This design comes from an exercise in tuning for small area, a short achievable clock period and few clock cycles on the open sky130 flow, not from production work. The RTL was checked by simulation tests, not by an equivalence proof against the original design.

north:
==> flow/design.v <==
module mul7u(input [6:0] a, input [6:0] b, output [13:0] p);
    wire pp0_0 = a[0] & b[0];
    wire pp0_1 = a[0] & b[1];
    wire pp0_2 = a[0] & b[2];
    wire pp0_3 = a[0] & b[3];
    wire pp0_4 = a[0] & b[4];
    wire pp0_5 = a[0] & b[5];
    wire pp0_6 = a[0] & b[6];
    wire pp1_0 = a[1] & b[0];
    wire pp1_1 = a[1] & b[1];
    wire pp1_2 = a[1] & b[2];
    wire pp1_3 = a[1] & b[3];
    wire pp1_4 = a[1] & b[4];
    wire pp1_5 = a[1] & b[5];
    wire pp1_6 = a[1] & b[6];
    wire pp2_0 = a[2] & b[0];
    wire pp2_1 = a[2] & b[1];
    wire pp2_2 = a[2] & b[2];
    wire pp2_3 = a[2] & b[3];
    wire pp2_4 = a[2] & b[4];
    wire pp2_5 = a[2] & b[5];
    wire pp2_6 = a[2] & b[6];
    wire pp3_0 = a[3] & b[0];
    wire pp3_1 = a[3] & b[1];
    wire pp3_2 = a[3] & b[2];
    wire pp3_3 = a[3] & b[3];
    wire pp3_4 = a[3] & b[4];
    wire pp3_5 = a[3] & b[5];
    wire pp3_6 = a[3] & b[6];
    wire pp4_0 = a[4] & b[0];
    wire pp4_1 = a[4] & b[1];
    wire pp4_2 = a[4] & b[2];
    wire pp4_3 = a[4] & b[3];
    wire pp4_4 = a[4] & b[4];
    wire pp4_5 = a[4] & b[5];
    wire pp4_6 = a[4] & b[6];
    wire pp5_0 = a[5] & b[0];
    wire pp5_1 = a[5] & b[1];
    wire pp5_2 = a[5] & b[2];
    wire pp5_3 = a[5] & b[3];
    wire pp5_4 = a[5] & b[4];
    wire pp5_5 = a[5] & b[5];
    wire pp5_6 = a[5] & b[6];
    wire pp6_0 = a[6] & b[0];
    wire pp6_1 = a[6] & b[1];
    wire pp6_2 = a[6] & b[2];
    wire pp6_3 = a[6] & b[3];
    wire pp6_4 = a[6] & b[4];
    wire pp6_5 = a[6] & b[5];
    wire pp6_6 = a[6] & b[6];
    wire s1 = pp0_6 ^ pp1_5;
    wire c1 = pp0_6 & pp1_5;
    wire s2 = pp1_6 ^ pp2_5;
    wire c2 = pp1_6 & pp2_5;
    wire s3 = pp0_4 ^ pp1_3;
    wire c3 = pp0_4 & pp1_3;
    wire s4 = pp0_5 ^ pp1_4 ^ pp2_3;
    wire c4 = (pp0_5 & pp1_4) | (pp0_5 & pp2_3) | (pp1_4 & pp2_3);
    wire s5 = pp3_2 ^ pp4_1;
    wire c5 = pp3_2 & pp4_1;
    wire s6 = s1 ^ pp2_4 ^ pp3_3;
    wire c6 = (s1 & pp2_4) | (s1 & pp3_3) | (pp2_4 & pp3_3);
    wire s7 = pp4_2 ^ pp5_1 ^ pp6_0;
    wire c7 = (pp4_2 & pp5_1) | (pp4_2 & pp6_0) | (pp5_1 & pp6_0);
    wire s8 = c1 ^ s2 ^ pp3_4;
    wire c8 = (c1 & s2) | (c1 & pp3_4) | (s2 & pp3_4);
    wire s9 = pp4_3 ^ pp5_2 ^ pp6_1;
    wire c9 = (pp4_3 & pp5_2) | (pp4_3 & pp6_1) | (pp5_2 & pp6_1);
    wire s10 = c2 ^ pp2_6 ^ pp3_5;
    wire c10 = (c2 & pp2_6) | (c2 & pp3_5) | (pp2_6 & pp3_5);
    wire s11 = pp4_4 ^ pp5_3 ^ pp6_2;
    wire c11 = (pp4_4 & pp5_3) | (pp4_4 & pp6_2) | (pp5_3 & pp6_2);
    wire s12 = pp3_6 ^ pp4_5 ^ pp5_4;
    wire c12 = (pp3_6 & pp4_5) | (pp3_6 & pp5_4) | (pp4_5 & pp5_4);
    wire s13 = pp0_3 ^ pp1_2;
    wire c13 = pp0_3 & pp1_2;
    wire s14 = s3 ^ pp2_2 ^ pp3_1;
    wire c14 = (s3 & pp2_2) | (s3 & pp3_1) | (pp2_2 & pp3_1);
    wire s15 = c3 ^ s4 ^ s5;
    wire c15 = (c3 & s4) | (c3 & s5) | (s4 & s5);
    wire s16 = c4 ^ c5 ^ s6;
    wire c16 = (c4 & c5) | (c4 & s6) | (c5 & s6);
    wire s17 = c6 ^ c7 ^ s8;
    wire c17 = (c6 & c7) | (c6 & s8) | (c7 & s8);
    wire s18 = c8 ^ c9 ^ s10;
    wire c18 = (c8 & c9) | (c8 & s10) | (c9 & s10);
    wire s19 = c10 ^ c11 ^ s12;
    wire c19 = (c10 & c11) | (c10 & s12) | (c11 & s12);
    wire s20 = c12 ^ pp4_6 ^ pp5_5;
    wire c20 = (c12 & pp4_6) | (c12 & pp5_5) | (pp4_6 & pp5_5);
    wire s21 = pp0_2 ^ pp1_1;
    wire c21 = pp0_2 & pp1_1;
    wire s22 = s13 ^ pp2_1 ^ pp3_0;
    wire c22 = (s13 & pp2_1) | (s13 & pp3_0) | (pp2_1 & pp3_0);
    wire s23 = c13 ^ s14 ^ pp4_0;
    wire c23 = (c13 & s14) | (c13 & pp4_0) | (s14 & pp4_0);
    wire s24 = c14 ^ s15 ^ pp5_0;
    wire c24 = (c14 & s15) | (c14 & pp5_0) | (s15 & pp5_0);
    wire s25 = c15 ^ s16 ^ s7;
    wire c25 = (c15 & s16) | (c15 & s7) | (s16 & s7);
    wire s26 = c16 ^ s17 ^ s9;
    wire c26 = (c16 & s17) | (c16 & s9) | (s17 & s9);
    wire s27 = c17 ^ s18 ^ s11;
    wire c27 = (c17 & s18) | (c17 & s11) | (s18 & s11);
    wire s28 = c18 ^ s19 ^ pp6_3;
    wire c28 = (c18 & s19) | (c18 & pp6_3) | (s19 & pp6_3);
    wire s29 = c19 ^ s20 ^ pp6_4;
    wire c29 = (c19 & s20) | (c19 & pp6_4) | (s20 & pp6_4);
    wire s30 = c20 ^ pp5_6 ^ pp6_5;
    wire c30 = (c20 & pp5_6) | (c20 & pp6_5) | (pp5_6 & pp6_5);
    wire [13:0] r0 = {1'b0, c30, c29, c28, c27, c26, c25, c24, c23, c22, c21, s21, pp0_1, pp0_0};
    wire [13:0] r1 = {1'b0, pp6_6, s30, s29, s28, s27, s26, s25, s24, s23, s22, pp2_0, pp1_0, 1'b0};
    wire [13:0] g = r0 & r1;
    wire [13:0] t = r0 ^ r1;
    reg [13:0] G, P;
    integer i, l;
    always @* begin
        G = g;
        P = t;
        for (l = 0; l < 4; l = l + 1)
            for (i = 13; i >= 0; i = i - 1)
                if (i[l]) begin
                    G[i] = G[i] | (P[i] & G[((i >> l) << l) - 1]);
                    P[i] = P[i] & P[((i >> l) << l) - 1];
                end
    end
    assign p = t ^ {G[12:0], 1'b0};
endmodule
`timescale 1ns / 1ps
module BCD(input [14:0] in, output reg [19:0] bcd);
    function [3:0] add3(input [3:0] d);
        reg s;
        begin
            s = d[3] | (d[2] & (d[1] | d[0]));
            add3[3] = s;
            add3[2] = (d[3] & d[0]) | (d[2] & ~d[1] & ~d[0]);
            add3[1] = (d[1] & d[0]) | (d[1] & ~d[2] & ~d[3]) | (d[3] & ~d[0]);
            add3[0] = s ^ d[0];
        end
    endfunction
    integer i;
    always @* begin
        bcd = 20'b0;
        for (i = 13; i >= 0; i = i - 1) begin
            bcd[3:0]   = add3(bcd[3:0]);
            bcd[7:4]   = add3(bcd[7:4]);
            bcd[11:8]  = add3(bcd[11:8]);
            bcd[15:12] = add3(bcd[15:12]);
            bcd = {bcd[18:0], in[i]};
        end
        if (in[14])
            bcd = bcd | 20'h16384;
    end
endmodule
`timescale 1ns / 1ps
module spm_mul_bcd(
    input  wire        clk,
    input  wire        rst,
    input  wire        start,
    input  wire [7:0]  mc,
    input  wire [7:0]  mp,
    output reg  [15:0] product,
    output wire [19:0] bcd,
    output reg         done
);
    reg  [7:0] am, bm;
    reg        ba, bb;
    integer k;
    always @* begin
        ba = 1'b0;
        bb = 1'b0;
        for (k = 0; k < 7; k = k + 1) begin
            am[k] = mc[k] ^ (mc[7] & ba);
            bm[k] = mp[k] ^ (mp[7] & bb);
            ba = ba | mc[k];
            bb = bb | mp[k];
        end
        am[7] = mc[7] & ~ba;
        bm[7] = mp[7] & ~bb;
    end
    wire [13:0] p77;
    mul7u mult(.a(am[6:0]), .b(bm[6:0]), .p(p77));
    wire [14:0] mul = {1'b0, p77} | ({15{am[7]}} & {bm, 7'b0}) | ({15{bm[7]}} & {1'b0, am[6:0], 7'b0});
    wire neg = (mc[7] ^ mp[7]) & (mc[7] | ba) & (mp[7] | bb);
    reg [14:0] mag;
    reg        sgn;
    always @(posedge clk)
        if (start) begin
            mag <= mul;
            sgn <= neg;
        end
    always @(posedge clk or posedge rst)
        if (rst)
            done <= 1'b0;
        else if (start)
            done <= 1'b1;
    reg below;
    always @* begin
        below = 1'b0;
        for (k = 0; k < 15; k = k + 1) begin
            product[k] = mag[k] ^ (sgn & below);
            below = below | mag[k];
        end
        product[15] = sgn;
    end
    BCD binary_bcd(.in(mag), .bcd(bcd));
endmodule
make LEC_CHECK=0 ABC_AREA=1 CAP_MARGIN=20 CORE_MARGIN=2 CORE_UTILIZATION=40 SLEW_MARGIN=20 finish   # period 18.0 ns
run.sh (not shown) runs the stock make flow with config.mk's settings and CLKGATE_MAP_FILE= SYNTH_SCRIPT=/design/flow/synth_recipe.tcl, a recipe that flattens the netlist after the stock synthesis.
Testbench counts of north, summed over its fixed seeds: cycles 3,200.
#### Input delta (south over north)
==> flow/flow/run.sh (new file) <==
#!/bin/bash
# The standard layout, except that the port buffers are buf_1 cells instead
# of the buffer buffer_ports picks by default. Each tool's output is logged
# in this folder (standard.log holds the whole ORFS make run).
export BUFFER_PORTS_ARGS="-buffer_cell sky130_fd_sc_hd__buf_1"
bash standard.sh > standard.log 2>&1
==> flow/standard.sh (new file) <==
#!/bin/bash
# synth_recipe.tcl (not shown) runs the flow's synth.tcl, then flattens the netlist and writes it again
# the make line also repeats each setting of config.mk as NAME=value (left out here)
make -C /OpenROAD-flow-scripts/flow DESIGN_CONFIG=/design/flow/config.mk WORK_HOME=/design/flow/orfs CLKGATE_MAP_FILE= SYNTH_SCRIPT=/design/flow/synth_recipe.tcl "${@:-finish}"
removed: flow/run.sh
--- outcome ---
Final period demand of the worst path (higher): north

afterwards: timing with drivers on the ports:
The results above use ideal ports. As a check the final layouts listed here were re-extracted and re-timed, cells and wires unchanged.
Step 1: set_driving_cell puts a clkbuf_16 on clk and a buf_2 on each other input, an assumption about the parent block.
Step 2 times the ports against the registers' clock, not the clock port: input delays grow and output delays shrink by t, the midpoint of the rising clock arrivals with the driver on.
Three values: no drivers, after step 1, after step 2; two values: the first two.
run	t (ns)	setup slack, ns	hold WS [ns]	worst register clock-pin slew, ns	worst data-port slew with drivers (ns)
north	0.278	9.193 / 9.201 / 8.923	0.469 / 0.469 / 0.469	0.06 / 0.06	0.04
south	0.276	9.532 / 9.541 / 9.265	0.474 / 0.474 / 0.474	0.06 / 0.06	0.03
After both steps every run listed still meets setup and hold. For north, which loses most, drivers alone change the setup slack by +0.008 ns; drivers and shift together by -0.270 ns.
